What follows belongs to an exercise in optimizing a design on an open flow for small area; a production flow would make more cautious choices. The RTL was checked by simulation tests, not by an equivalence proof against the original design. The flow treats the clock pin as an ideal source. Dropping or thinning the clock tree relies on that and would not hold on a real chip. No activity file was given, so power comes from the tool's default toggle rates.

v39:
// top
module top(
	clock, KEY,
	SW, LEDR_o,
	HEX0_o, HEX1_o, HEX2_o, HEX3_o, HEX4_o, HEX5_o
);
Size in the first run: roughly 360 cells after synthesis, ~55 flip-flops, roughly 67 I/O pins, ~2700 µm² of cells after synthesis.
clock: 10.0 ns
lec_check: 0
abc_area: 1
cap_margin: 0
core_margin: 2
core_utilization: 40
slew_margin: 0
standard.sh (not shown) runs the stock make flow with config.mk's settings and CLKGATE_MAP_FILE= SYNTH_SCRIPT=/design/flow/synth_recipe.tcl, a recipe that flattens the netlist after the stock synthesis.
==> flow/flow/run.sh <==
#!/bin/bash
# Layout flow: the standard flow (standard.sh), with these changes.
#  1. Synthesis is the standard synthesis, except that ABC maps the logic
#     with an area-oriented script (no buffering or upsizing) and the adder
#     step (extract_fa) is skipped. It is run once per entry of trial_list
#     (deepsyn seeds and a mapper filled into flow/abc_template.script),
#     each in its own folder under trials/, and the run whose netlist has the
#     smallest cell area (buffers left out, as placement removes them) is
#     copied to orfs/ for the rest of the flow. Registers come from the same
#     dfflibmap step as in the standard synthesis in every run, so they keep
#     their names and cell types.
#  2. Port buffering uses sky130_fd_sc_hd__buf_1 (every port still gets
#     its own buffer).
#  4. Tie cells are not split per load (SKIP_REPAIR_TIE_FANOUT), so constant
#     outputs share one tie cell per value, as synthesis made them.
# Each step's full output goes to a log file in this folder (trials/*/synth.log,
# synth_pick.log, layout.log) besides ORFS's own logs.
set -euo pipefail
W=$(pwd)
LIB="$FLOW_HOME/platforms/sky130hd/lib/sky130_fd_sc_hd__tt_025C_1v80.lib"
rm -rf "$W/trials"
mkdir -p "$W/trials"
names=()
# One trial per entry "seeds:mapper". flow/abc_template.script is one pass
# (deepsyn with the given seed, then mapping); an entry with seeds a-b runs
# the pass once per seed, each on the previous pass's mapped result.
trial_list="6:amap_-m 1:amap_-m 0:amap 6:amap 6-1:amap_-m 6-3:amap_-m 6-0:amap_-m 1-0:amap_-m 6-4:amap_-m 6-1-0:amap_-m 6-1-3:amap_-m 6-1-6:amap_-m"
for t in $trial_list; do
  seeds=${t%%:*}; map=${t#*:}; map=${map//_/ }
  n="s${seeds}_${t#*:}"
  names+=("$n")
  T="$W/trials/$n"
  mkdir -p "$T"
  cp -r "$FLOW_HOME/scripts" "$T/scripts"
  : > "$T/scripts/abc_area.script"
  for seed in ${seeds//-/ }; do
    sed -e "s/SEED/$seed/" -e "s/MAP/$map/" "$W/flow/abc_template.script" >> "$T/scripts/abc_area.script"
  done
  printf 'topo\ndnsize -c\n' >> "$T/scripts/abc_area.script"
done
run_trial() {
  local T="$W/trials/$1"
  bash "$W/standard.sh" "WORK_HOME=$T/orfs" "SCRIPTS_DIR=$T/scripts" ADDER_MAP_FILE= synth > "$T/synth.log" 2>&1 || true
}
jobs_max=${NUM_CORES:-4}
for n in "${names[@]}"; do
  while (( $(jobs -rp | wc -l) >= jobs_max )); do sleep 2; done
  run_trial "$n" &
done
wait
best=""
best_area=""
: > "$W/synth_pick.log"
for n in "${names[@]}"; do
  v="$W/trials/$n/orfs/results/sky130hd/top/base/1_2_yosys.v"
  o="$W/trials/$n/orfs/results/sky130hd/top/base/1_synth.odb"
  if [[ -f "$v" && -f "$o" ]]; then
    a=$(python3 "$W/flow/area.py" "$LIB" "$v")
    echo "$n $a" >> "$W/synth_pick.log"
    if [[ -z "$best" ]] || python3 -c "import sys; sys.exit(0 if float('$a') < float('$best_area') else 1)"; then
      best="$n"; best_area="$a"
    fi
  else
    echo "$n failed" >> "$W/synth_pick.log"
  fi
done
echo "picked $best $best_area" >> "$W/synth_pick.log"
[[ -n "$best" ]]
rm -rf "$W/orfs"
cp -a "$W/trials/$best/orfs" "$W/orfs"
export BUFFER_PORTS_ARGS="-buffer_cell sky130_fd_sc_hd__buf_1"
export CTS_ARGS="-sink_clustering_enable -repair_clock_nets -dont_use_dummy_load -buf_list sky130_fd_sc_hd__clkbuf_8 -root_buf sky130_fd_sc_hd__clkbuf_8"
export POST_CTS_TCL="$W/flow/clock_trim.tcl"
bash "$W/standard.sh" "POST_CTS_TCL=$POST_CTS_TCL" SKIP_REPAIR_TIE_FANOUT=1 "CTS_ARGS=$CTS_ARGS" "BUFFER_PORTS_ARGS=$BUFFER_PORTS_ARGS" finish > "$W/layout.log" 2>&1
==> flow/flow/abc_template.script <==
strash
&get -n
&deepsyn -T 60 -S SEED
&put
dch -f
MAP
==> flow/flow/clock_trim.tcl <==
proc trim_clock_tree { port_name merge } {
  set block [ord::get_db_block]
  set pnet [[$block findBTerm $port_name] getNet]
  set its [$pnet getITerms]
  if { [llength $its] != 1 } { puts "trim: port drives [llength $its] cells, skipped"; return }
  set root [[lindex $its 0] getInst]
  if { ![string match "*clkbuf*" [[$root getMaster] getName]] } { puts "trim: no root buffer, skipped"; return }
  set rout ""
  foreach it [$root getITerms] { if { [$it isOutputSignal] } { set rout $it } }
  set rnet [$rout getNet]
  set leaves {}
  foreach it [$rnet getITerms] {
    if { [$it getInst] == $root } { continue }
    set inst [$it getInst]
    if { ![string match "*clkbuf*" [[$inst getMaster] getName]] } { puts "trim: root drives a non-buffer, skipped"; return }
    lappend leaves $inst
  }
  if { [llength $leaves] > 4 } { puts "trim: [llength $leaves] leaves, skipped"; return }
  foreach it [$rnet getITerms] {
    if { [$it getInst] == $root } { continue }
    $it disconnect
    $it connect $pnet
  }
  foreach it [$root getITerms] { $it disconnect }
  odb::dbInst_destroy $root
  odb::dbNet_destroy $rnet
  puts "trim: removed root buffer, port drives [llength $leaves] leaf buffers"
  if { !$merge || [llength $leaves] < 2 } { return }
  # leaf with fewest sinks
  set best ""; set bestn 100000
  foreach leaf $leaves {
    foreach it [$leaf getITerms] { if { [$it isOutputSignal] } { set n [llength [[$it getNet] getITerms]] } }
    if { $n < $bestn } { set bestn $n; set best $leaf }
  }
  set bx [lindex [$best getLocation] 0]; set by [lindex [$best getLocation] 1]
  set near ""; set nd 1e18
  foreach leaf $leaves {
    if { $leaf == $best } { continue }
    set d [expr { abs([lindex [$leaf getLocation] 0] - $bx) + abs([lindex [$leaf getLocation] 1] - $by) }]
    if { $d < $nd } { set nd $d; set near $leaf }
  }
  foreach it [$best getITerms] { if { [$it isOutputSignal] } { set bnet [$it getNet] } }
  foreach it [$near getITerms] { if { [$it isOutputSignal] } { set nnet [$it getNet] } }
  foreach it [$bnet getITerms] {
    if { [$it getInst] == $best } { continue }
    $it disconnect
    $it connect $nnet
  }
  foreach it [$best getITerms] { $it disconnect }
  odb::dbInst_destroy $best
  odb::dbNet_destroy $bnet
  puts "trim: merged a leaf with [expr {$bestn - 1}] sinks into [$near getName]"
}

proc downsize_clock_leaves { port_name small_cell max_slew_ns } {
  set block [ord::get_db_block]
  set pnet [[$block findBTerm $port_name] getNet]
  foreach it [$pnet getITerms] {
    set inst [$it getInst]
    set old [[$inst getMaster] getName]
    if { ![string match "*clkbuf*" $old] || $old == $small_cell } { continue }
    set name [$inst getName]
    set sta_inst [get_cells $name]
    set onet [get_nets -of_objects [get_pins -of_objects $sta_inst -filter "direction==output"]]
    replace_cell $sta_inst $small_cell
    estimate_parasitics -placement
    set w 0
    foreach p [get_pins -of_objects $onet -filter "direction==input"] {
      set sl [get_property $p slew_max]
      if { $sl > $w } { set w $sl }
    }
    if { $w > $max_slew_ns } {
      replace_cell $sta_inst $old
      puts "downsize: $name stays $old (slew $w with $small_cell)"
    } else {
      puts "downsize: $name is now $small_cell (slew $w)"
    }
  }
  estimate_parasitics -placement
}

trim_clock_tree clock 0
downsize_clock_leaves clock sky130_fd_sc_hd__clkbuf_4 0.105
Other scripts of this flow, unchanged in this note and not shown: flow/flow/area.py
Modified inputs, v51 compared to v39
--- a/flow/flow/run.sh
+++ b/flow/flow/run.sh
@@ -4,5 +4,5 @@
 #     with an area-oriented script (no buffering or upsizing) and the adder
 #     step (extract_fa) is skipped. It is run once per entry of trial_list
-#     (deepsyn seeds and a mapper filled into flow/abc_template.script),
+#     (a deepsyn seed and a mapper filled into flow/abc_template.script),
 #     each in its own folder under trials/, and the run whose netlist has the
 #     smallest cell area (buffers left out, as placement removes them) is
@@ -22,20 +22,14 @@
 mkdir -p "$W/trials"
 names=()
-# One trial per entry "seeds:mapper". flow/abc_template.script is one pass
-# (deepsyn with the given seed, then mapping); an entry with seeds a-b runs
-# the pass once per seed, each on the previous pass's mapped result.
-trial_list="6:amap_-m 1:amap_-m 0:amap 6:amap 6-1:amap_-m 6-3:amap_-m 6-0:amap_-m 1-0:amap_-m 6-4:amap_-m 6-1-0:amap_-m 6-1-3:amap_-m 6-1-6:amap_-m"
+# one trial per (deepsyn seed, mapper) pair, from flow/abc_template.script
+trial_list="0:amap_-m 1:amap_-m 2:amap_-m 3:amap_-m 4:amap_-m 5:amap_-m 6:amap_-m 7:amap_-m 8:amap_-m 9:amap_-m 10:amap_-m 11:amap_-m 0:amap 4:amap 6:amap 9:amap"
 for t in $trial_list; do
-  seeds=${t%%:*}; map=${t#*:}; map=${map//_/ }
-  n="s${seeds}_${t#*:}"
+  seed=${t%%:*}; map=${t#*:}; map=${map//_/ }
+  n="s${seed}_${t#*:}"
   names+=("$n")
   T="$W/trials/$n"
   mkdir -p "$T"
   cp -r "$FLOW_HOME/scripts" "$T/scripts"
-  : > "$T/scripts/abc_area.script"
-  for seed in ${seeds//-/ }; do
-    sed -e "s/SEED/$seed/" -e "s/MAP/$map/" "$W/flow/abc_template.script" >> "$T/scripts/abc_area.script"
-  done
-  printf 'topo\ndnsize -c\n' >> "$T/scripts/abc_area.script"
+  sed -e "s/SEED/$seed/" -e "s/MAP/$map/" "$W/flow/abc_template.script" > "$T/scripts/abc_area.script"
 done
 run_trial() {
==> flow/flow/abc_template.script <==
strash
&get -n
&deepsyn -T 60 -S SEED
&put
dch -f
MAP
topo
dnsize -c
--- a/flow/flow/clock_trim.tcl
+++ b/flow/flow/clock_trim.tcl
@@ -53,31 +53,3 @@
 }
 
-proc downsize_clock_leaves { port_name small_cell max_slew_ns } {
-  set block [ord::get_db_block]
-  set pnet [[$block findBTerm $port_name] getNet]
-  foreach it [$pnet getITerms] {
-    set inst [$it getInst]
-    set old [[$inst getMaster] getName]
-    if { ![string match "*clkbuf*" $old] || $old == $small_cell } { continue }
-    set name [$inst getName]
-    set sta_inst [get_cells $name]
-    set onet [get_nets -of_objects [get_pins -of_objects $sta_inst -filter "direction==output"]]
-    replace_cell $sta_inst $small_cell
-    estimate_parasitics -placement
-    set w 0
-    foreach p [get_pins -of_objects $onet -filter "direction==input"] {
-      set sl [get_property $p slew_max]
-      if { $sl > $w } { set w $sl }
-    }
-    if { $w > $max_slew_ns } {
-      replace_cell $sta_inst $old
-      puts "downsize: $name stays $old (slew $w with $small_cell)"
-    } else {
-      puts "downsize: $name is now $small_cell (slew $w)"
-    }
-  }
-  estimate_parasitics -placement
-}
-
 trim_clock_tree clock 0
-downsize_clock_leaves clock sky130_fd_sc_hd__clkbuf_4 0.105
==> notes.md <==
- v51 reached the end of the flow, and the finished layout is clean on the timing, design-rule and antenna checks.
- Any difference in overall via count from detail_route between v51 and v39 is small enough to ignore.
- [compare] base=v39 new=v51: synthesis-to-layout area growth shows a reduction of 0.36 points; clock slew at the register clock pins of the worst setup and hold paths was more or less identical.
Input-level comparison between v52 and v51:
--- a/flow/flow/clock_trim.tcl
+++ b/flow/flow/clock_trim.tcl
@@ -53,3 +53,31 @@
 }
 
+proc downsize_clock_leaves { port_name small_cell max_slew_ns } {
+  set block [ord::get_db_block]
+  set pnet [[$block findBTerm $port_name] getNet]
+  foreach it [$pnet getITerms] {
+    set inst [$it getInst]
+    set old [[$inst getMaster] getName]
+    if { ![string match "*clkbuf*" $old] || $old == $small_cell } { continue }
+    set name [$inst getName]
+    set sta_inst [get_cells $name]
+    set onet [get_nets -of_objects [get_pins -of_objects $sta_inst -filter "direction==output"]]
+    replace_cell $sta_inst $small_cell
+    estimate_parasitics -placement
+    set w 0
+    foreach p [get_pins -of_objects $onet -filter "direction==input"] {
+      set sl [get_property $p slew_max]
+      if { $sl > $w } { set w $sl }
+    }
+    if { $w > $max_slew_ns } {
+      replace_cell $sta_inst $old
+      puts "downsize: $name stays $old (slew $w with $small_cell)"
+    } else {
+      puts "downsize: $name is now $small_cell (slew $w)"
+    }
+  }
+  estimate_parasitics -placement
+}
+
 trim_clock_tree clock 0
+downsize_clock_leaves clock sky130_fd_sc_hd__clkbuf_4 0.105
## What came out
- Across v52 and v51, the outcome is the same: a clean finish for every run.
- Tightest slew margin relative to the limit: v52 < v51
- Summary of v52 over v51: final design instance area without fill barely changed, net switching power flat, sequential share of layout area did not really move.
- v52 and v51 ended up with roughly the same largest incremental delay on the critical path.
### v52 -> v54
- putting GPL_TIMING_DRIVEN at 0 where nothing was set
--- a/flow/flow/run.sh
+++ b/flow/flow/run.sh
@@ -4,5 +4,5 @@
 #     with an area-oriented script (no buffering or upsizing) and the adder
 #     step (extract_fa) is skipped. It is run once per entry of trial_list
-#     (a deepsyn seed and a mapper filled into flow/abc_template.script),
+#     (deepsyn seeds and a mapper filled into flow/abc_template.script),
 #     each in its own folder under trials/, and the run whose netlist has the
 #     smallest cell area (buffers left out, as placement removes them) is
@@ -14,6 +14,4 @@
 #  4. Tie cells are not split per load (SKIP_REPAIR_TIE_FANOUT), so constant
 #     outputs share one tie cell per value, as synthesis made them.
-# Each step's full output goes to a log file in this folder (trials/*/synth.log,
-# synth_pick.log, layout.log) besides ORFS's own logs.
 set -euo pipefail
 W=$(pwd)
@@ -22,14 +20,20 @@
 mkdir -p "$W/trials"
 names=()
-# one trial per (deepsyn seed, mapper) pair, from flow/abc_template.script
-trial_list="0:amap_-m 1:amap_-m 2:amap_-m 3:amap_-m 4:amap_-m 5:amap_-m 6:amap_-m 7:amap_-m 8:amap_-m 9:amap_-m 10:amap_-m 11:amap_-m 0:amap 4:amap 6:amap 9:amap"
+# One trial per entry "seeds:mapper". flow/abc_template.script is one pass
+# (deepsyn with the given seed, then mapping); an entry with seeds a-b runs
+# the pass once per seed, each on the previous pass's mapped result.
+trial_list="0:amap_-m 1:amap_-m 2:amap_-m 4:amap_-m 6:amap_-m 8:amap_-m 0:amap 6:amap 6-1:amap_-m 6-3:amap_-m 6-0:amap_-m 6-2:amap_-m 1-6:amap_-m 1-3:amap_-m 1-0:amap_-m 0-6:amap_-m"
 for t in $trial_list; do
-  seed=${t%%:*}; map=${t#*:}; map=${map//_/ }
-  n="s${seed}_${t#*:}"
+  seeds=${t%%:*}; map=${t#*:}; map=${map//_/ }
+  n="s${seeds}_${t#*:}"
   names+=("$n")
   T="$W/trials/$n"
   mkdir -p "$T"
   cp -r "$FLOW_HOME/scripts" "$T/scripts"
-  sed -e "s/SEED/$seed/" -e "s/MAP/$map/" "$W/flow/abc_template.script" > "$T/scripts/abc_area.script"
+  : > "$T/scripts/abc_area.script"
+  for seed in ${seeds//-/ }; do
+    sed -e "s/SEED/$seed/" -e "s/MAP/$map/" "$W/flow/abc_template.script" >> "$T/scripts/abc_area.script"
+  done
+  printf 'topo\ndnsize -c\n' >> "$T/scripts/abc_area.script"
 done
 run_trial() {
@@ -66,3 +70,3 @@
 export CTS_ARGS="-sink_clustering_enable -repair_clock_nets -dont_use_dummy_load -buf_list sky130_fd_sc_hd__clkbuf_8 -root_buf sky130_fd_sc_hd__clkbuf_8"
 export POST_CTS_TCL="$W/flow/clock_trim.tcl"
-bash "$W/standard.sh" "POST_CTS_TCL=$POST_CTS_TCL" SKIP_REPAIR_TIE_FANOUT=1 "CTS_ARGS=$CTS_ARGS" "BUFFER_PORTS_ARGS=$BUFFER_PORTS_ARGS" finish > "$W/layout.log" 2>&1
+bash "$W/standard.sh" "POST_CTS_TCL=$POST_CTS_TCL" SKIP_REPAIR_TIE_FANOUT=1 REMOVE_ABC_BUFFERS=1 "CTS_ARGS=$CTS_ARGS" "BUFFER_PORTS_ARGS=$BUFFER_PORTS_ARGS" finish > "$W/layout.log" 2>&1
==> flow/flow/abc_template.script <==
strash
&get -n
&deepsyn -T 60 -S SEED
&put
dch -f
MAP
## What came out
- On total of flip-flops plus latches after synthesis, v54 tracks v52 almost exactly.
- Met1 track demand over resource: v54 vs v52 up 0.61 points
- Via count normalized by instance count in v54 is 0.91% lower than in v52
Input-level comparison between v4 and v54:
- a deleted GPL_TIMING_DRIVEN that had been 0
--- a/flow/flow/run.sh
+++ b/flow/flow/run.sh
@@ -14,4 +14,6 @@
 #  4. Tie cells are not split per load (SKIP_REPAIR_TIE_FANOUT), so constant
 #     outputs share one tie cell per value, as synthesis made them.
+# Each step's full output goes to a log file in this folder (trials/*/synth.log,
+# synth_pick.log, layout.log) besides ORFS's own logs.
 set -euo pipefail
 W=$(pwd)
@@ -70,3 +72,3 @@
 export CTS_ARGS="-sink_clustering_enable -repair_clock_nets -dont_use_dummy_load -buf_list sky130_fd_sc_hd__clkbuf_8 -root_buf sky130_fd_sc_hd__clkbuf_8"
 export POST_CTS_TCL="$W/flow/clock_trim.tcl"
-bash "$W/standard.sh" "POST_CTS_TCL=$POST_CTS_TCL" SKIP_REPAIR_TIE_FANOUT=1 REMOVE_ABC_BUFFERS=1 "CTS_ARGS=$CTS_ARGS" "BUFFER_PORTS_ARGS=$BUFFER_PORTS_ARGS" finish > "$W/layout.log" 2>&1
+bash "$W/standard.sh" "POST_CTS_TCL=$POST_CTS_TCL" SKIP_REPAIR_TIE_FANOUT=1 "CTS_ARGS=$CTS_ARGS" "BUFFER_PORTS_ARGS=$BUFFER_PORTS_ARGS" finish > "$W/layout.log" 2>&1
[summary]
v54 completed every stage of the flow, and the final layout passed the timing, design-rule and antenna checks.
v4 closes out successfully: all stages finished, all timing, DRC and antenna checks passed.
On fraction of area in registers, v54 tracks v4 almost exactly.
NOTE: total number of cells along the worst setup path in v4 exceeds that of v54
Per the comparison of v4 with v54, worst setup slack went up, clock share of power went down 0.9 points, clock skew shrank by 0.0038 ns.
v54 -> v4: global-route usage flat
v54 -> v4: design area flat

==> re-timing with driven ports <==
How much do the figures lean on ideal ports? The routed layouts below were timed once more, with nothing changed but the port constraints. Step 1 (the two cells are an assumption about what drives the block):
set clk [get_ports {clock}]
set_driving_cell -lib_cell sky130_fd_sc_hd__clkbuf_16 $clk
set_driving_cell -lib_cell sky130_fd_sc_hd__buf_2 [delete_from_list [all_inputs] $clk]
Step 2, shift: input delay + t, output delay - t, t = (earliest + latest rising clock arrival at the registers) / 2. This alone moves slack from input paths to output paths. Three values: ideal ports, drivers, drivers and shift; two values: the first two.
| run | t, ns | setup slack, ns | worst setup path at the end | worst register clock-pin slew, ns | pins driven straight from the clock port |
|---|---|---|---|---|---|
| v39 | 0.196 | 3.726 / 3.676 / 3.871 | register to output | 0.10 / 0.10 | 4 |
| v51 | 0.193 | 3.007 / 2.959 / 3.152 | register to output | 0.10 / 0.10 | 4 |
| v52 | 0.197 | 2.992 / 2.945 / 3.141 | register to output | 0.10 / 0.10 | 4 |
| v54 | 0.198 | 2.911 / 2.858 / 3.056 | register to output | 0.10 / 0.10 | 4 |
| v4 | 0.202 | 3.736 / 3.684 / 3.886 | register to output | 0.10 / 0.10 | 4 |
After both steps every run listed still meets setup and hold.
